Context: an optimization exercise on an open-source flow, tuned for small area. The choices shown serve that exercise and are no tape-out recipe.
The RTL was checked by simulation tests, not by an equivalence proof against the original design.
Power figures rest on the tool's default switching activity, not on a simulated workload.

### flow/constraint.sdc
create_clock -name core_clock -period 6.0 [get_ports {pclk}]
set_input_delay 1.2000 -clock core_clock [delete_from_list [all_inputs] [get_ports {pclk}]]
set_output_delay 1.2000 -clock core_clock [all_outputs]
set_load 0.01 [all_outputs]
### flow/flow/remap.abc
strash
dc2
&get -n
&dch -f
&nf -a -R 1000
&put
strash
&get -n
&dch -f
&nf -a -R 1000
&put
strash
&get -n
&dch -f
&nf -a -R 1000
&put
strash
&get -n
&dch -f
&nf -a -R 1000
&put
strash
&get -n
&dch -f
&nf -a -R 1000
&put
topo
### flow/config.mk
export PLATFORM = sky130hd
export DESIGN_NAME = apb_uart
export DESIGN_NICKNAME = apb_uart
export VERILOG_FILES = /design/flow/design.v
export SDC_FILE = /design/flow/constraint.sdc
export NUM_CORES = 4
export LEC_CHECK = 0
export ABC_AREA = 1
export CAP_MARGIN = 20
export CORE_MARGIN = 2
export CORE_UTILIZATION = 40
export SLEW_MARGIN = 20
### flow/flow/seqcells.txt
sky130_fd_sc_hd__dfbbn_1
sky130_fd_sc_hd__dfbbn_2
sky130_fd_sc_hd__dfbbp_1
sky130_fd_sc_hd__dfrbp_1
sky130_fd_sc_hd__dfrbp_2
sky130_fd_sc_hd__dfrtn_1
sky130_fd_sc_hd__dfrtp_1
sky130_fd_sc_hd__dfrtp_2
sky130_fd_sc_hd__dfrtp_4
sky130_fd_sc_hd__dfsbp_1
sky130_fd_sc_hd__dfsbp_2
sky130_fd_sc_hd__dfstp_1
sky130_fd_sc_hd__dfstp_2
sky130_fd_sc_hd__dfstp_4
sky130_fd_sc_hd__dfxbp_1
sky130_fd_sc_hd__dfxbp_2
sky130_fd_sc_hd__dfxtp_1
sky130_fd_sc_hd__dfxtp_2
sky130_fd_sc_hd__dfxtp_4
sky130_fd_sc_hd__dlclkp_1
sky130_fd_sc_hd__dlclkp_2
sky130_fd_sc_hd__dlclkp_4
sky130_fd_sc_hd__dlrbn_1
sky130_fd_sc_hd__dlrbn_2
sky130_fd_sc_hd__dlrbp_1
sky130_fd_sc_hd__dlrbp_2
sky130_fd_sc_hd__dlrtn_1
sky130_fd_sc_hd__dlrtn_2
sky130_fd_sc_hd__dlrtn_4
sky130_fd_sc_hd__dlrtp_1
sky130_fd_sc_hd__dlrtp_2
sky130_fd_sc_hd__dlrtp_4
sky130_fd_sc_hd__dlxbn_1
sky130_fd_sc_hd__dlxbn_2
sky130_fd_sc_hd__dlxbp_1
sky130_fd_sc_hd__dlxtn_1
sky130_fd_sc_hd__dlxtn_2
sky130_fd_sc_hd__dlxtn_4
sky130_fd_sc_hd__dlxtp_1
sky130_fd_sc_hd__edfxbp_1
sky130_fd_sc_hd__edfxtp_1
sky130_fd_sc_hd__lpflow_inputisolatch_1
sky130_fd_sc_hd__sdfbbn_1
sky130_fd_sc_hd__sdfbbn_2
sky130_fd_sc_hd__sdfbbp_1
sky130_fd_sc_hd__sdfrbp_1
sky130_fd_sc_hd__sdfrbp_2
sky130_fd_sc_hd__sdfrtn_1
sky130_fd_sc_hd__sdfrtp_1
sky130_fd_sc_hd__sdfrtp_2
sky130_fd_sc_hd__sdfrtp_4
sky130_fd_sc_hd__sdfsbp_1
sky130_fd_sc_hd__sdfsbp_2
sky130_fd_sc_hd__sdfstp_1
sky130_fd_sc_hd__sdfstp_2
sky130_fd_sc_hd__sdfstp_4
sky130_fd_sc_hd__sdfxbp_1
sky130_fd_sc_hd__sdfxbp_2
sky130_fd_sc_hd__sdfxtp_1
sky130_fd_sc_hd__sdfxtp_2
sky130_fd_sc_hd__sdfxtp_4
sky130_fd_sc_hd__sdlclkp_1
sky130_fd_sc_hd__sdlclkp_2
sky130_fd_sc_hd__sdlclkp_4
sky130_fd_sc_hd__sedfxbp_1
sky130_fd_sc_hd__sedfxbp_2
sky130_fd_sc_hd__sedfxtp_1
sky130_fd_sc_hd__sedfxtp_2
sky130_fd_sc_hd__sedfxtp_4
### flow/flow/run.sh
#!/bin/bash
# Own layout flow: the standard synthesis, then the combinational logic
# between its registers re-mapped by ABC for area (registers untouched:
# same instances, names and cell types), then the standard ORFS layout with
# smaller port buffers and a leaner clock tree.
set -euo pipefail
W=$(pwd)
F=$W/flow
R=$W/orfs/results/${FLOW_PLATFORM:-sky130hd}/apb_uart/base
LIB=$FLOW_HOME/platforms/sky130hd/lib/sky130_fd_sc_hd__tt_025C_1v80.lib
YOSYS=$(command -v yosys || echo "$FLOW_HOME/../tools/install/yosys/bin/yosys")

bash standard.sh synth > "$W/log_1_standard_synth.txt" 2>&1
cp "$R/1_2_yosys.v" "$W/standard_synth.v"

DU=""
for c in sky130_fd_sc_hd__probe_p_8 sky130_fd_sc_hd__probec_p_8 'sky130_fd_sc_hd__lpflow_*'; do
  DU="$DU -dont_use $c"
done
SEQ=$(tr '\n' ' ' < "$F/seqcells.txt")
cat > "$W/remap.ys" <<EOY
read_liberty -ignore_miss_func $LIB
blackbox $SEQ
read_verilog $W/standard_synth.v
hierarchy -top $FLOW_TOP
flatten
opt_clean -purge
abc -liberty $LIB $DU -script $F/remap.abc
opt_clean -purge
write_verilog -noattr -nohex -nodec -selected $W/remap_abc.v
design -reset
read_liberty -lib $LIB
read_verilog $W/remap_abc.v
hierarchy -top $FLOW_TOP
hilomap -hicell sky130_fd_sc_hd__conb_1 HI -locell sky130_fd_sc_hd__conb_1 LO
splitnets
opt_clean -purge
rename -enumerate -pattern _r%_
tee -o $W/remap_stat.txt stat -liberty $LIB
check -assert -mapped
write_verilog -noattr -nohex -nodec $W/remapped.v
EOY
"$YOSYS" -s "$W/remap.ys" > "$W/log_2_remap.txt" 2>&1
cp "$W/remapped.v" "$R/1_2_yosys.v"
touch "$R/1_2_yosys.v"

bash standard.sh \
  "BUFFER_PORTS_ARGS=-buffer_cell sky130_fd_sc_hd__buf_1" \
  "CTS_ARGS=-sink_clustering_enable -repair_clock_nets -dont_use_dummy_load -buf_list sky130_fd_sc_hd__clkbuf_16 -root_buf sky130_fd_sc_hd__clkbuf_8 -tree_buf sky130_fd_sc_hd__clkbuf_8 -sink_clustering_size 30 -sink_clustering_max_diameter 100" \
  finish > "$W/log_3_layout.txt" 2>&1
### flow/design.v
module baud_gen #(
    parameter DIV_WIDTH = 20
)(
    input  wire                 clk,
    input  wire                 rst_n,
    input  wire [DIV_WIDTH-1:0] divisor,
    output reg                  tick_16x
);
    reg  [DIV_WIDTH-1:0] counter;
    reg  [DIV_WIDTH-1:0] next;
    reg  [DIV_WIDTH:0]   cy;
    integer i;
    always @(*) begin
        cy[0] = 1'b1;
        for (i = 0; i < DIV_WIDTH; i = i + 1) begin
            next[i]  = counter[i] ^ cy[i];
            cy[i+1]  = counter[i] & cy[i];
        end
    end
    wire off   = ~|divisor[DIV_WIDTH-1:1];
    wire match = &(next ~^ divisor);
    always @(posedge clk or negedge rst_n) begin
        if (!rst_n) begin
            counter  <= 0;
            tick_16x <= 0;
        end else begin
            tick_16x <= ~off & match;
            counter  <= (off | match) ? {DIV_WIDTH{1'b0}} : next;
        end
    end
endmodule
module sync_fifo #(
    parameter DATA_WIDTH = 8,
    parameter DEPTH      = 16
)(
    input  wire                  clk,
    input  wire                  rst_n,
    input  wire                  wr_en,
    input  wire [DATA_WIDTH-1:0] din,
    input  wire                  rd_en,
    output wire [DATA_WIDTH-1:0] dout,
    output wire                  full,
    output wire                  empty
);
    localparam PTR_WIDTH = $clog2(DEPTH);
    reg [DATA_WIDTH-1:0] mem [0:DEPTH-1];
    reg [PTR_WIDTH:0]    last;
    assign dout  = mem[last[PTR_WIDTH-1:0]];
    assign empty = last[PTR_WIDTH];
    assign full  = (last == DEPTH-1);
    wire push = wr_en & ~full;
    wire pop  = rd_en & ~empty;
    wire dn = pop & ~push;
    reg  [PTR_WIDTH:0]   last_nx;
    reg  [PTR_WIDTH+1:0] cy;
    integer j;
    always @(*) begin
        cy[0] = push ^ pop;
        for (j = 0; j <= PTR_WIDTH; j = j + 1) begin
            last_nx[j] = last[j] ^ cy[j];
            cy[j+1]    = cy[j] & (last[j] ^ dn);
        end
    end
    always @(posedge clk or negedge rst_n) begin
        if (!rst_n)
            last <= {(PTR_WIDTH+1){1'b1}};
        else
            last <= last_nx;
    end
    integer i;
    always @(posedge clk) begin
        if (push) begin
            mem[0] <= din;
            for (i = 1; i < DEPTH; i = i + 1)
                mem[i] <= mem[i-1];
        end
    end
endmodule
module uart_tx (
    input  wire       clk,
    input  wire       rst_n,
    input  wire       fifo_empty,
    input  wire [7:0] fifo_dout,
    input  wire       s_tick,
    output wire       fifo_pop,
    output reg        tx
);
    localparam [7:0] C_IDLE = 8'd253;
    reg [7:0] c;
    reg [7:0] rot;    
    reg  [7:0] c_inc;
    reg  [8:0] cy;
    integer j;
    always @(*) begin
        cy[0] = 1'b1;
        for (j = 0; j < 8; j = j + 1) begin
            c_inc[j] = c[j] ^ cy[j];
            cy[j+1]  = cy[j] & c[j];
        end
    end
    wire       pre   = &c[7:2];               
    wire       idle  = pre & ~c[1];           
    wire       last  = c[7] & c[4] & (&c[3:0]);  
    wire [3:0] slot  = c[7:4];
    assign fifo_pop = pre & c[1] & ~c[0];     
    always @(posedge clk or negedge rst_n) begin
        if (!rst_n) begin
            c  <= C_IDLE;
            tx <= 1'b1;
        end else begin
            if (idle) begin
                if (!fifo_empty) c <= c_inc;
            end else if (pre) begin
                c <= c_inc;
            end else if (s_tick) begin
                c <= last ? C_IDLE : c_inc;
            end
            if (slot == 4'd0)
                tx <= 1'b0;
            else if (slot[3] & slot[0])
                tx <= 1'b1;
            else
                tx <= rot[slot[2:0]];
        end
    end
    always @(posedge clk) begin
        if (idle) rot <= {fifo_dout[6:0], fifo_dout[7]};
    end
endmodule
module uart_rx (
    input  wire       clk,
    input  wire       rst_n,
    input  wire       rx,          
    input  wire       s_tick,
    output reg  [7:0] dout,        
    output reg        rx_done_tick
);
    localparam [1:0] IDLE=0, START=1, DATA=2, STOP=3;
    reg [1:0] state;
    reg [3:0] s_count;
    wire ev = s_tick & (&s_count);
    always @(posedge clk or negedge rst_n) begin
        if (!rst_n) begin
            state        <= IDLE;
            rx_done_tick <= 1'b0;
        end else begin
            rx_done_tick <= (state == STOP) & ev;
            case (state)
                IDLE:  if (~rx) state <= START;
                START: if (ev) state <= rx ? IDLE : DATA;
                DATA:  if (ev & dout[0]) state <= STOP;
                STOP:  if (ev) state <= IDLE;
            endcase
        end
    end
    always @(posedge clk) begin
        if (state == IDLE) begin
            s_count <= 4'd8;
            dout    <= 8'h80;
        end else begin
            if (s_tick) s_count <= {s_count[3] ^ (&s_count[2:0]), s_count[2] ^ (&s_count[1:0]),
                                   s_count[1] ^ s_count[0], ~s_count[0]};
            if (state == DATA && ev) dout <= {rx, dout[7:1]};
        end
    end
endmodule
module apb_uart (
    input  wire        pclk,
    input  wire        presetn,
    input  wire [31:0] paddr,
    input  wire        psel,
    input  wire        penable,
    input  wire        pwrite,
    input  wire [31:0] pwdata,
    output reg  [31:0] prdata,
    output wire        pready,
    output wire        pslverr,
    output wire        tx_o,
    input  wire        rx_i
);
    wire rst_n = presetn;
    assign pready  = 1'b1;
    assign pslverr = 1'b0;
    reg rx_sync1, rx_sync2;
    always @(posedge pclk or negedge rst_n) begin
        if (!rst_n) begin
            rx_sync1 <= 1'b1;
            rx_sync2 <= 1'b1;
        end else begin
            rx_sync1 <= rx_i;
            rx_sync2 <= rx_sync1;
        end
    end
    reg  [19:0] baud_divisor;
    wire        s_tick;
    wire [7:0]  tx_fifo_out, rx_fifo_out, rx_data;
    wire        tx_full, tx_empty, rx_full, rx_empty;
    wire        rx_done_tick;
    wire        tx_fifo_pop;
    wire wr_en = psel & penable & pwrite;
    wire rd_en = psel & penable & ~pwrite;
    wire [3:0] addr = paddr[3:0];
    wire a0 = (addr == 4'h0);
    wire a4 = (addr == 4'h4);
    wire a8 = (addr == 4'h8);
    always @(posedge pclk or negedge rst_n) begin
        if (!rst_n) baud_divisor <= 20'd325;
        else if (wr_en && a8) baud_divisor <= pwdata[19:0];
    end
    always @(*) begin
        prdata = 32'b0;
        prdata[19:0] = {20{a8}} & baud_divisor;
        prdata[7:0]  = prdata[7:0] | ({8{a0}} & rx_fifo_out);
        prdata[1:0]  = prdata[1:0] | ({2{a4}} & {rx_empty, tx_full});
    end
    baud_gen #(.DIV_WIDTH(20)) u_baud (
        .clk(pclk), .rst_n(rst_n),
        .divisor(baud_divisor), .tick_16x(s_tick)
    );
    sync_fifo #(.DATA_WIDTH(8), .DEPTH(16)) u_tx_fifo (
        .clk(pclk), .rst_n(rst_n),
        .wr_en(wr_en & a0),
        .din(pwdata[7:0]),
        .rd_en(tx_fifo_pop),
        .dout(tx_fifo_out),
        .full(tx_full), .empty(tx_empty)
    );
    uart_tx u_tx (
        .clk(pclk), .rst_n(rst_n),
        .fifo_empty(tx_empty),
        .fifo_dout(tx_fifo_out),
        .s_tick(s_tick),
        .fifo_pop(tx_fifo_pop),
        .tx(tx_o)
    );
    sync_fifo #(.DATA_WIDTH(8), .DEPTH(16)) u_rx_fifo (
        .clk(pclk), .rst_n(rst_n),
        .wr_en(rx_done_tick),
        .din(rx_data),
        .rd_en(rd_en & a0),
        .dout(rx_fifo_out),
        .full(rx_full), .empty(rx_empty)
    );
    uart_rx u_rx (
        .clk(pclk), .rst_n(rst_n),
        .rx(rx_sync2),
        .s_tick(s_tick),
        .dout(rx_data),
        .rx_done_tick(rx_done_tick)
    );
endmodule
### flow/standard.sh
#!/bin/bash
# synth_recipe.tcl (not shown) runs the flow's synth.tcl, then flattens the netlist and writes it again
# the make line also repeats each setting of config.mk as NAME=value (left out here)
make -C /OpenROAD-flow-scripts/flow DESIGN_CONFIG=/design/flow/config.mk WORK_HOME=/design/flow/orfs CLKGATE_MAP_FILE= SYNTH_SCRIPT=/design/flow/synth_recipe.tcl "${@:-finish}"
==> results of run 1 <==
metrics by stage:
step / util / setup WS, ns / power (mW) / hold WS [ns] / cells
finish: 0.445 / 1.42 / 4.28 / 0.365 / 1296
global route: 0.445 / 1.24 / 4.46 / 0.371 / 1296
CTS: 0.445 / 1.33 / 4.32 / 0.367 / 1296
detailed placement: 0.435 / 1.85 / 3.26 / 0.352 / 1281
global placement: 0.435 / 1.92 / 3.25 / 0.350 / 1281
floorplan: - / 0.792 / 3.07 / 0.345 / 811
final cells by class:
type                       count  area, um2
sequential                   341       9820
multi-input combinational    464       3080
timing repair buffer          68        324
inverter                       6       25.0
clock buffer                  15        342
tap                          402        503
fill                        2768      17500
layer usage:
layer / up-vias / global-route usage
met5: - / 0
met4: 0 / 0.0410
met3: 35 / 0.0238
met2: 290 / 0.250
met1: 3795 / 0.244
li1: 3421 / -
how the worst min path moves through the flow:
stage	to	slack (ns)	cells after the start	start
after global placement	rx_sync2	0.35	0	rx_sync1
after floorplan	rx_sync2	0.35	0	rx_sync1
after global routing	rx_sync2	0.37	0	rx_sync1
final	rx_sync2	0.36	0	rx_sync1
after detailed placement	rx_sync2	0.35	0	rx_sync1
after CTS	rx_sync2	0.37	0	rx_sync1
cell usage in the layout (no fill, tap or decap), types with 24 or more instances in the layout:
cell,n
sky130_fd_sc_hd__edfxtp_1,264
sky130_fd_sc_hd__nor2_1,66
sky130_fd_sc_hd__a222oi_1,54
sky130_fd_sc_hd__buf_1,49
sky130_fd_sc_hd__dfrtp_1,41
sky130_fd_sc_hd__nand2_1,32
sky130_fd_sc_hd__o21ai_0,29
sky130_fd_sc_hd__a21oi_1,27
sky130_fd_sc_hd__a22oi_1,25
sky130_fd_sc_hd__dfstp_2,24
flip-flops by register name, indices dropped and copies added (netlist names), 4 cells and up, named ones only:
name,count
baud_divisor,20
u_baud.counter,20
u_rx.dout,8
u_rx.s_count,4
u_rx_fifo.last,5
u_rx_fifo.mem,128
u_tx.c,8
u_tx.rot,8
u_tx_fifo.last,5
u_tx_fifo.mem,128
where the power goes:
part	internal, mW	switching (mW)
Sequential	2.61	0.0933
Clock	0.408	0.667
Combinational	0.205	0.299
==> impl_metrics.prom, run 1 <==
# TYPE chip_impl_metric gauge
chip_impl_info{name="outcome",value="timing/DRC/antenna clean"} 1
chip_impl_metric{name="num_antenna_cells",unit=""} 0
chip_impl_metric{name="ff2ff_path_depth",unit=""} 16
chip_impl_metric{name="areaGrowthSynthToFinish",unit="%"} 9.31
chip_impl_metric{name="wire_per_inst",unit="um"} 21.3
chip_impl_metric{name="finalWorstPathRequiredPeriod",unit="ns"} 4.58
chip_impl_info{name="rsz0062_at_grt",value="false"} 1
chip_impl_metric{name="worstMarginPinSlew",unit="ns"} 1.14
chip_impl_metric{name="globalRouteOverflowTotal",unit=""} 0
chip_impl_metric{name="syn-cell-area",unit="um2"} 12900
chip_impl_info{name="cp-startpoint",value="u_rx_fifo.last[2]"} 1
chip_impl_metric{name="path_clk_slew",unit="ns"} 0.11
chip_impl_metric{name="hpwlAfterDp",unit="um"} 17700
chip_impl_metric{name="placeableCoreArea",unit="um2"} 31600
chip_impl_metric{name="layout_cells_sized_above_1",unit=""} 0.0727
chip_impl_metric{name="drcViolationCount",unit=""} 0
chip_impl_metric{name="maxClockFrequency",unit="MHz"} 218
chip_impl_metric{name="die_height",unit="um"} 184
chip_impl_info{name="hold_path.class",value="register to register"} 1
chip_impl_metric{name="die-area",unit="um2"} 33700
chip_impl_metric{name="finalHoldViolCount",unit=""} 0
chip_impl_metric{name="path_buf_inv",unit=""} 2
chip_impl_metric{name="dr_wl_met3",unit="um"} 2090
chip_impl_metric{name="cap_viol_max_count",unit=""} 0
chip_impl_metric{name="timing.final.crit_share",unit=""} 0.763
chip_impl_info{name="worst_r2r_dst",value="u_baud.counter[8]"} 1
chip_impl_metric{name="count_of_vias_placed_by_the_detailed_router",unit=""} 7541
chip_impl_metric{name="cts_post_setup_buffers_inserted",unit=""} 0
chip_impl_metric{name="cp_num_cells",unit=""} 10
chip_impl_info{name="regToRegStartpoint",value="u_baud.counter[0]"} 1
chip_impl_metric{name="met1Wirelength",unit="um"} 12400
chip_impl_metric{name="postRouteAntennaNets",unit=""} 0
chip_impl_metric{name="grt_pass1_vias",unit=""} 7115
chip_impl_metric{name="power_per_cell_area",unit="nW/um2"} 304
chip_impl_info{name="cp_top_family",value="simple AND/OR/NAND/NOR gates"} 1
chip_impl_metric{name="grt_resource_usage_total",unit=""} 0.163
chip_impl_info{name="root_buffer",value="sky130_fd_sc_hd__clkbuf_8"} 1
chip_impl_info{name="crit_slowest_cell",value="sky130_fd_sc_hd__nor3_1"} 1
chip_impl_metric{name="post_cts_resize_count",unit=""} 0
chip_impl_metric{name="ys_warn_count",unit=""} 6
chip_impl_metric{name="h-tree-depth",unit=""} 1
chip_impl_metric{name="placement.cell_area",unit="um2"} 13800
chip_impl_metric{name="worst_skew_pair.late_latency",unit="ns"} 0.55
chip_impl_metric{name="detailedRoute.firstPassIterationCount",unit=""} 7
chip_impl_info{name="tritoncts",value="done"} 1
chip_impl_metric{name="wl_met2",unit="um"} 12600
chip_impl_info{name="crit_path_cell_trace",value="nand2_1 > nor3_1 > buf_4 > a222oi_1 > nand2_1 > a221oi_1 > nand3_1 > a221oi_1 > o21ai_0 > buf_1"} 1
chip_impl_info{name="crit_path_end",value="prdata[1]"} 1
chip_impl_info{name="critPathCaptureType",value="output pin"} 1
chip_impl_metric{name="power.ir.vdd_worst",unit="mV"} 0.228
chip_impl_metric{name="std_cell_rows",unit=""} 65
chip_impl_metric{name="fin_tns_setup",unit="ns"} 0
chip_impl_metric{name="nets",unit=""} 966
chip_impl_metric{name="r2r_setup_slack",unit="ns"} 1.81
chip_impl_metric{name="wire_length_of_the_first_global_routing_pass",unit="um"} 42300
chip_impl_metric{name="portBuffers",unit=""} 50
chip_impl_metric{name="tritoncts_buffers",unit=""} 15
chip_impl_info{name="topRoutingLayerUsed",value="met4"} 1
chip_impl_metric{name="timing.critical_path.required",unit="ns"} 4.80
chip_impl_metric{name="timing.critical_path.slowest_cell_delay",unit="ns"} 0.73
chip_impl_metric{name="crit_path_max_fanout",unit=""} 12
chip_impl_metric{name="final.setup_skew",unit="ns"} 0.0506
chip_impl_metric{name="die-width",unit="um"} 184
chip_impl_metric{name="max-clock-path-buffers",unit=""} 3
chip_impl_metric{name="cts_sinks",unit=""} 341
chip_impl_metric{name="netlist_instances",unit=""} 811
chip_impl_info{name="worstSetupStartpointType",value="register"} 1
chip_impl_metric{name="drt-total-wl",unit="um"} 27600
chip_impl_metric{name="maxSlewViolCount",unit=""} 0
chip_impl_metric{name="start_util",unit=""} 0.408
chip_impl_metric{name="place_congestion",unit=""} 0.748
chip_impl_metric{name="first_iter_violations",unit=""} 895
chip_impl_metric{name="max_slew_margin",unit=""} 0.236
chip_impl_metric{name="ctsHoldBuffers",unit=""} 0
chip_impl_metric{name="stdcell_area",unit="um2"} 14100
chip_impl_metric{name="finalSetupViolations",unit=""} 0
chip_impl_metric{name="largest_net_degree_at_the_start_of_global_routing",unit=""} 87
chip_impl_metric{name="cp.arrival",unit="ns"} 3.38
chip_impl_metric{name="synth_nets",unit=""} 881
chip_impl_metric{name="grt_antenna_before_repair",unit=""} 0
chip_impl_metric{name="syn_avg_cell_area",unit="um2"} 15.9
chip_impl_metric{name="leakage",unit="nW"} 4.63
chip_impl_info{name="criticalPathCategory",value="register to output pin"} 1
chip_impl_metric{name="num_io_pins",unit=""} 105
chip_impl_metric{name="via_count_normalized_by_instance_count",unit=""} 5.82
==> run 2: changes to the inputs <==
--- a/flow/design.v
+++ b/flow/design.v
@@ -44,7 +44,8 @@
 );
     localparam PTR_WIDTH = $clog2(DEPTH);
     reg [DATA_WIDTH-1:0] mem [0:DEPTH-1];
-    reg [PTR_WIDTH:0]    last;
+    reg  [PTR_WIDTH:0]   lastn;
+    wire [PTR_WIDTH:0]   last = ~lastn;
     assign dout  = mem[last[PTR_WIDTH-1:0]];
     assign empty = last[PTR_WIDTH];
     assign full  = (last == DEPTH-1);
@@ -63,9 +64,9 @@
     end
     always @(posedge clk or negedge rst_n) begin
         if (!rst_n)
-            last <= {(PTR_WIDTH+1){1'b1}};
+            lastn <= {(PTR_WIDTH+1){1'b0}};
         else
-            last <= last_nx;
+            lastn <= ~last_nx;
     end
     integer i;
     always @(posedge clk) begin
==> run 2 against run 1 <==
Compared with the run above:
- still clean on timing, DRC and antenna
- sequential power down 2%
- combinational power decreased by 41%
- non-clock buffer count shrank 4
- clock power hardly changed
==> impl_metrics.prom, run 2 <==
# TYPE chip_impl_metric gauge
chip_impl_info{name="outcome",value="timing/DRC/antenna clean"} 1
chip_impl_metric{name="layoutNonFillerInstCount",unit=""} 1288
chip_impl_info{name="crit_slowest_cell",value="sky130_fd_sc_hd__nor2_1"} 1
chip_impl_metric{name="netlist_instances",unit=""} 807
chip_impl_metric{name="cap_viol_max_count",unit=""} 0
chip_impl_info{name="crit_path_frequent_cell",value="sky130_fd_sc_hd__o211ai_1"} 1
chip_impl_info{name="hold_path.class",value="register to register"} 1
chip_impl_info{name="tritoncts",value="done"} 1
chip_impl_metric{name="syn_avg_cell_area",unit="um2"} 15.9
chip_impl_metric{name="die-area",unit="um2"} 33600
chip_impl_metric{name="first_iter_violations",unit=""} 1192
chip_impl_metric{name="placeableCoreArea",unit="um2"} 31600
chip_impl_info{name="cp_top_family",value="simple AND/OR/NAND/NOR gates"} 1
chip_impl_metric{name="finalHoldViolCount",unit=""} 0
chip_impl_info{name="largest_registers",value="u_rx_fifo.mem (128), u_tx_fifo.mem (128)"} 1
chip_impl_metric{name="ctsHoldBuffers",unit=""} 0
chip_impl_metric{name="ys_warn_count",unit=""} 6
chip_impl_metric{name="areaGrowthSynthToFinish",unit="%"} 9.60
chip_impl_metric{name="num_antenna_cells",unit=""} 0
chip_impl_metric{name="num_io_pins",unit=""} 105
chip_impl_metric{name="max_slew_margin",unit=""} 0.258
chip_impl_metric{name="final.setup_skew",unit="ns"} 0.0506
chip_impl_metric{name="worstMarginPinSlew",unit="ns"} 1.11
chip_impl_info{name="rsz0062_at_grt",value="false"} 1
chip_impl_metric{name="worst_skew_pair.late_latency",unit="ns"} 0.55
chip_impl_metric{name="crit_path_max_fanout",unit=""} 11
chip_impl_info{name="layout.cells.most_common",value="sky130_fd_sc_hd__edfxtp_1"} 1
chip_impl_metric{name="grt_resource_usage_total",unit=""} 0.168
chip_impl_metric{name="start_util",unit=""} 0.406
chip_impl_metric{name="post_cts_resize_count",unit=""} 0
chip_impl_metric{name="maxClockFrequency",unit="MHz"} 218
chip_impl_metric{name="fin_hold_ws",unit="ns"} 0.364
chip_impl_metric{name="hpwlAfterDp",unit="um"} 18000
chip_impl_metric{name="cp.arrival",unit="ns"} 3.40
chip_impl_metric{name="tritoncts_buffers",unit=""} 15
chip_impl_info{name="criticalPathCategory",value="register to output pin"} 1
chip_impl_metric{name="leakage",unit="nW"} 4.94
chip_impl_metric{name="finalSetupViolations",unit=""} 0
chip_impl_metric{name="layout.filler_cells",unit=""} 2778
chip_impl_metric{name="power_per_cell_area",unit="nW/um2"} 286
chip_impl_metric{name="nets",unit=""} 958
chip_impl_metric{name="std_cell_rows",unit=""} 65
chip_impl_metric{name="die_height",unit="um"} 183
chip_impl_metric{name="synth_nets",unit=""} 877
chip_impl_metric{name="layout_cells_sized_above_1",unit=""} 0.0643
chip_impl_metric{name="timing.final.ws_setup",unit="ns"} 1.40
chip_impl_metric{name="portBuffers",unit=""} 50
chip_impl_metric{name="placed_cells",unit=""} 1273
chip_impl_metric{name="detailedRoute.firstPassIterationCount",unit=""} 6
chip_impl_metric{name="largest_net_degree_at_the_start_of_global_routing",unit=""} 131
chip_impl_info{name="root_buffer",value="sky130_fd_sc_hd__clkbuf_8"} 1
chip_impl_metric{name="via_count_normalized_by_instance_count",unit=""} 5.85
chip_impl_metric{name="power.ir.vdd_worst",unit="mV"} 0.189
chip_impl_metric{name="place_congestion",unit=""} 0.775
chip_impl_metric{name="finalWorstPathRequiredPeriod",unit="ns"} 4.60
chip_impl_metric{name="pre_cts_ws",unit="ns"} 1.61
chip_impl_info{name="layout.cells.most_common_list",value="sky130_fd_sc_hd__edfxtp_1, sky130_fd_sc_hd__nor2_1, sky130_fd_sc_hd__dfrtp_1"} 1
chip_impl_metric{name="die-width",unit="um"} 183
chip_impl_metric{name="wire_length_of_the_first_global_routing_pass",unit="um"} 43400
chip_impl_metric{name="cts_sinks",unit=""} 341
chip_impl_metric{name="count_of_vias_placed_by_the_detailed_router",unit=""} 7529
chip_impl_metric{name="timing.critical_path.slowest_cell_delay",unit="ns"} 0.88
chip_impl_metric{name="max-clock-path-buffers",unit=""} 3
chip_impl_metric{name="maxSlewViolCount",unit=""} 0
chip_impl_metric{name="syn-cell-area",unit="um2"} 12900
chip_impl_metric{name="cts_post_setup_buffers_inserted",unit=""} 0
chip_impl_metric{name="drt-total-wl",unit="um"} 28300
chip_impl_metric{name="grt_antenna_before_repair",unit=""} 0
chip_impl_metric{name="globalRouteOverflowTotal",unit=""} 0
chip_impl_metric{name="final_core_util",unit=""} 0.445
chip_impl_info{name="crit_path_cell_trace",value="nand2b_1 > nor2_1 > a222oi_1 > nand3_1 > a221oi_1 > nand4_1 > o211ai_1 > o211ai_1 > buf_1"} 1
chip_impl_info{name="critPathCaptureType",value="output pin"} 1
chip_impl_metric{name="drcViolationCount",unit=""} 0
chip_impl_metric{name="postRouteAntennaNets",unit=""} 0
chip_impl_metric{name="timing.final.crit_share",unit=""} 0.766
chip_impl_info{name="worstSetupStartpointType",value="register"} 1
chip_impl_metric{name="grt_pass1_vias",unit=""} 7294
chip_impl_metric{name="path_clk_slew",unit="ns"} 0.11
chip_impl_metric{name="h-tree-depth",unit=""} 1
chip_impl_metric{name="fin_tns_setup",unit="ns"} 0
chip_impl_metric{name="path_buf_inv",unit=""} 1
chip_impl_metric{name="wire_per_inst",unit="um"} 22.0
chip_impl_metric{name="timing.critical_path.required",unit="ns"} 4.80
## run 2: changes by cell type in the layout (fill, tap and decap cells not counted), moves of 4 or more
cell                       before  now
sky130_fd_sc_hd__and3_1        12   25
sky130_fd_sc_hd__o21ai_0       29   25
sky130_fd_sc_hd__nand2_1       32   41
sky130_fd_sc_hd__xnor2_1       21   25
sky130_fd_sc_hd__dfstp_2       24   14
sky130_fd_sc_hd__a21oi_1       27   18
sky130_fd_sc_hd__a222oi_1      54   50
sky130_fd_sc_hd__nor3_2         3    8
sky130_fd_sc_hd__buf_4         18   13
sky130_fd_sc_hd__and2_0        13    2
sky130_fd_sc_hd__nor2_1        66   62
sky130_fd_sc_hd__a22oi_1       25   33
sky130_fd_sc_hd__a221oi_1       6   14
sky130_fd_sc_hd__dfrtp_1       41   51
## run 2: final cells by class
cell class	instances	area, um2	share of cell area
tap	402	503	0.0357
timing repair buffer	64	307	0.0218
multi-input combinational	464	3120	0.222
inverter	2	7.51	0.000533
clock buffer	15	342	0.0242
sequential	341	9810	0.696
## run 2: power by group
group	leakage (nW)	switching, mW	total (mW)	internal (mW)
clock	0.169	0.670	1.08	0.408
combinational	1.24	0.167	0.299	0.132
sequential	3.53	0.0716	2.66	2.58
## run 2: metal layers
metal  vias up  wire [um]  global-route usage
met2       363      13000               0.265
met1      3730      12300               0.243
met4         0        461              0.0358
li1       3405          -                   -
met5         -          0                   0
met3        31       2640              0.0332
## run 2: through the flow
stage / power [mW] / cell area [um2]
finish: 4.03 / 14100
global route: 4.18 / 14100
CTS: 4.05 / 14100
detailed placement: 3.00 / 13800
global placement: 3.00 / 13800
floorplan: 2.89 / 12900
## run 2: worst paths after layout
path	startpoint	to	slack [ns]	depth (start not counted)
max in group asynchronous	presetn	u_tx_fifo.lastn[3]	4.65	2
setup reg to reg	u_baud.counter[0]	u_baud.counter[18]	2.25	15
hold reg to reg	rx_sync1	rx_sync2	0.36	0
setup / recovery	u_rx_fifo.lastn[2]	prdata[1]	1.40	9
hold / removal	rx_sync1	rx_sync2	0.36	0
min in group asynchronous	presetn	u_baud.counter[17]	0.81	2
==> run 3: changes to the inputs <==
--- a/flow/flow/run.sh
+++ b/flow/flow/run.sh
@@ -46,5 +46,5 @@
 
 bash standard.sh \
   "BUFFER_PORTS_ARGS=-buffer_cell sky130_fd_sc_hd__buf_1" \
-  "CTS_ARGS=-sink_clustering_enable -repair_clock_nets -dont_use_dummy_load -buf_list sky130_fd_sc_hd__clkbuf_16 -root_buf sky130_fd_sc_hd__clkbuf_8 -tree_buf sky130_fd_sc_hd__clkbuf_8 -sink_clustering_size 30 -sink_clustering_max_diameter 100" \
+  "CTS_ARGS=-sink_clustering_enable -repair_clock_nets -dont_use_dummy_load -buf_list sky130_fd_sc_hd__clkbuf_16 -root_buf sky130_fd_sc_hd__clkbuf_4 -tree_buf sky130_fd_sc_hd__clkbuf_4 -sink_clustering_size 30 -sink_clustering_max_diameter 100" \
   finish > "$W/log_3_layout.txt" 2>&1
==> run 3 against run 2 <==
Compared with the run above:
- still clean
- hold slack barely moved
- fmax fell by 3.8%
- clock skew fell by 0.0010 ns
- first-iteration DRC count fell by 8.0%
- design area fell by 0.11%
- power fell by 0.78%
- count of clock-buffer cells in the layout did not move
- core utilization fell by 0.051 points
- setup slack got worse by 0.18 ns
- critical path depth did not move
- wire length barely moved
- sequential share of layout area rose by 0.080 points
- largest cell class unchanged
- highest routed layer unchanged
==> impl_metrics.prom, run 3 <==
# TYPE chip_impl_metric gauge
chip_impl_metric{name="power.ir.vdd_worst",unit="mV"} 0.187
chip_impl_metric{name="finalWorstPathRequiredPeriod",unit="ns"} 4.78
chip_impl_metric{name="layout.filler_cells",unit=""} 2782
chip_impl_metric{name="final.setup_skew",unit="ns"} 0.0496
chip_impl_metric{name="die-area",unit="um2"} 33600
chip_impl_metric{name="count_of_vias_placed_by_the_detailed_router",unit=""} 7630
chip_impl_metric{name="dr_wl_met3",unit="um"} 2710
chip_impl_metric{name="die_height",unit="um"} 183
chip_impl_info{name="root_buffer",value="sky130_fd_sc_hd__clkbuf_4"} 1
chip_impl_metric{name="fin_tns_setup",unit="ns"} 0
chip_impl_metric{name="cts_post_setup_buffers_inserted",unit=""} 0
chip_impl_metric{name="combPwrFrac",unit=""} 0.075
chip_impl_metric{name="timing.final.crit_share",unit=""} 0.796
chip_impl_metric{name="areaGrowthSynthToFinish",unit="%"} 9.48
chip_impl_info{name="topRoutingLayerUsed",value="met4"} 1
chip_impl_metric{name="timing.critical_path.required",unit="ns"} 4.80
chip_impl_metric{name="ys_warn_count",unit=""} 6
chip_impl_metric{name="largest_net_degree_at_the_start_of_global_routing",unit=""} 131
chip_impl_metric{name="max-clock-path-buffers",unit=""} 3
chip_impl_metric{name="pre_cts_ws",unit="ns"} 1.61
chip_impl_metric{name="die-width",unit="um"} 183
chip_impl_metric{name="fin_hold_ws",unit="ns"} 0.364
chip_impl_metric{name="p_int",unit="mW"} 3.10
chip_impl_metric{name="finalHoldViolCount",unit=""} 0
chip_impl_info{name="layout.cells.most_common_list",value="sky130_fd_sc_hd__edfxtp_1, sky130_fd_sc_hd__nor2_1, sky130_fd_sc_hd__dfrtp_1"} 1
chip_impl_metric{name="wire_per_inst",unit="um"} 22.0
chip_impl_metric{name="start_util",unit=""} 0.406
chip_impl_metric{name="portBuffers",unit=""} 50
chip_impl_metric{name="worst_skew_pair.late_latency",unit="ns"} 0.68
chip_impl_metric{name="stdcell_area",unit="um2"} 14100
chip_impl_info{name="tritoncts",value="done"} 1
chip_impl_info{name="criticalPathCategory",value="register to output pin"} 1
chip_impl_metric{name="postRouteAntennaNets",unit=""} 0
chip_impl_metric{name="synth_nets",unit=""} 877
chip_impl_metric{name="seqPwrFrac",unit=""} 0.664
chip_impl_metric{name="grt_antenna_before_repair",unit=""} 1
chip_impl_metric{name="placement.cell_area",unit="um2"} 13800
chip_impl_metric{name="syn_avg_cell_area",unit="um2"} 15.9
chip_impl_metric{name="sw_frac_of_total",unit=""} 0.226
chip_impl_metric{name="layout_cells_sized_above_1",unit=""} 0.0643
chip_impl_metric{name="drcViolationCount",unit=""} 0
chip_impl_metric{name="pwr-share-clk",unit=""} 0.262
chip_impl_metric{name="met1Wirelength",unit="um"} 12200
chip_impl_metric{name="drt-total-wl",unit="um"} 28400
chip_impl_metric{name="first_iter_violations",unit=""} 1097
chip_impl_metric{name="power_per_cell_area",unit="nW/um2"} 284
chip_impl_metric{name="cts_sinks",unit=""} 341
chip_impl_metric{name="place_congestion",unit=""} 0.775
chip_impl_metric{name="maxSlewViolCount",unit=""} 0
chip_impl_metric{name="path_clk_slew",unit="ns"} 0.11
chip_impl_metric{name="timing.final.ws_setup",unit="ns"} 1.22
chip_impl_info{name="outcome",value="timing/DRC/antenna clean"} 1
chip_impl_metric{name="ctsHoldBuffers",unit=""} 0
chip_impl_info{name="layout.cells.most_common",value="sky130_fd_sc_hd__edfxtp_1"} 1
chip_impl_metric{name="num_io_pins",unit=""} 105
chip_impl_metric{name="wire_length_of_the_first_global_routing_pass",unit="um"} 43400
chip_impl_metric{name="maxClockFrequency",unit="MHz"} 209
chip_impl_metric{name="h-tree-depth",unit=""} 1
chip_impl_metric{name="globalRouteOverflowTotal",unit=""} 0
chip_impl_metric{name="finalSetupViolations",unit=""} 0
chip_impl_metric{name="wl_met2",unit="um"} 13000
chip_impl_info{name="worstSetupStartpointType",value="register"} 1
chip_impl_metric{name="netlist_instances",unit=""} 807
chip_impl_metric{name="worstMarginPinSlew",unit="ns"} 1.14
chip_impl_metric{name="leakage",unit="nW"} 4.93
chip_impl_metric{name="detailedRoute.firstPassIterationCount",unit=""} 8
chip_impl_metric{name="syn-cell-area",unit="um2"} 12900
chip_impl_info{name="largest_registers",value="u_rx_fifo.mem (128), u_tx_fifo.mem (128)"} 1
chip_impl_metric{name="post_cts_resize_count",unit=""} 0
chip_impl_metric{name="tritoncts_buffers",unit=""} 15
chip_impl_metric{name="max_slew_margin",unit=""} 0.240
chip_impl_info{name="rsz0062_at_grt",value="false"} 1
chip_impl_metric{name="std_cell_rows",unit=""} 65
chip_impl_metric{name="cap_viol_max_count",unit=""} 0
chip_impl_metric{name="via_count_normalized_by_instance_count",unit=""} 5.92
chip_impl_metric{name="crit_path_max_fanout",unit=""} 11
chip_impl_info{name="critPathCaptureType",value="output pin"} 1
chip_impl_metric{name="hpwlAfterDp",unit="um"} 18000
chip_impl_metric{name="grt_resource_usage_total",unit=""} 0.168
chip_impl_metric{name="cp.arrival",unit="ns"} 3.58
chip_impl_info{name="hold_path.class",value="register to register"} 1
chip_impl_metric{name="nets",unit=""} 958
chip_impl_metric{name="placeableCoreArea",unit="um2"} 31600
chip_impl_metric{name="grt_pass1_vias",unit=""} 7295
chip_impl_metric{name="net_switching_power_of_the_design",unit="uW"} 905
## run 3: cell types whose count changed in the layout (fill, tap and decap cells not counted), sizes merged
cell,delta
diode,+1
## run 3: worst max-delay path: stages, from the launching register on
cell	delay (ns)
sky130_fd_sc_hd__dfrtp_1	0.55
sky130_fd_sc_hd__nand2b_1	0.27
sky130_fd_sc_hd__nor2_1	0.81
sky130_fd_sc_hd__a222oi_1	0.28
sky130_fd_sc_hd__nand3_1	0.17
sky130_fd_sc_hd__a221oi_1	0.06
sky130_fd_sc_hd__nand4_1	0.26
sky130_fd_sc_hd__o211ai_1	0.18
sky130_fd_sc_hd__o211ai_1	0.13
sky130_fd_sc_hd__buf_1	0.19
## run 3: per-stage QoR
stage / total power [mW] / std cells / util
finish: 4.00 / 1289 / 0.445
global route: 4.15 / 1289 / 0.445
CTS: 4.02 / 1288 / 0.445
detailed placement: 3.00 / 1273 / 0.435
global placement: 3.00 / 1273 / 0.435
floorplan: 2.89 / 807 / -
## run 3: path summary, 6_finish.rpt
kind	start	endpoint	slack, ns	cells past startpoint
max reg2reg	u_baud.counter[0]	u_baud.counter[5]	2.27	15
max	u_rx_fifo.lastn[0]	prdata[1]	1.22	9
min	rx_sync1	rx_sync2	0.36	0
min in group asynchronous	presetn	u_baud.counter[17]	0.68	2
min reg2reg	rx_sync1	rx_sync2	0.36	0
max in group asynchronous	presetn	baud_divisor[19]	4.76	2
## run 3: final cells by class
type | count | area (um2) | share of cell area
clock buffer | 15 | 323 | 0.0229
inverter | 2 | 7.51 | 0.000533
sequential | 341 | 9810 | 0.697
antenna | 1 | 2.50 | 0.000178
timing repair buffer | 64 | 307 | 0.0218
multi-input combinational | 464 | 3120 | 0.222
tap | 402 | 503 | 0.0357
## run 3: layer usage
metal | GRT usage | vias up
met5 | 0 | -
met4 | 0.0358 | 0
met3 | 0.0332 | 28
met2 | 0.265 | 399
met1 | 0.243 | 3795
li1 | - | 3408
## run 3: power groups by stage
stage	clock, mW	combinational (mW)	sequential (mW)
global route	1.15	0.333	2.67
detailed placement	0	0.296	2.71
global placement	0	0.296	2.71
CTS	1.07	0.299	2.66
floorplan	0	0.211	2.68
finish	1.05	0.299	2.66

[port drivers added, routing unchanged]
In the flow no input, the clock included, has a driving cell. The finished layouts below were timed again as built, in two steps.
Step 1, drivers: a clkbuf_16 drives pclk and a buf_2 each remaining input, both assumed.
Step 2 times the ports against the registers' clock, not the clock port: input delays grow and output delays shrink by t, the midpoint of the rising clock arrivals with the driver on.
Slacks: ideal ports / drivers / drivers and shift; pairs: ideal ports / drivers.
| run | t (ns) | setup slack, ns | worst setup path at the end |
|---|---|---|---|
| run 1 | 0.571 | 1.423 / 1.382 / 1.813 | register to register |
| run 2 | 0.574 | 1.404 / 1.358 / 1.606 | input to output |
| run 3 | 0.702 | 1.223 / 1.178 / 1.583 | input to output |
After both steps setup and hold are still met in every run listed.
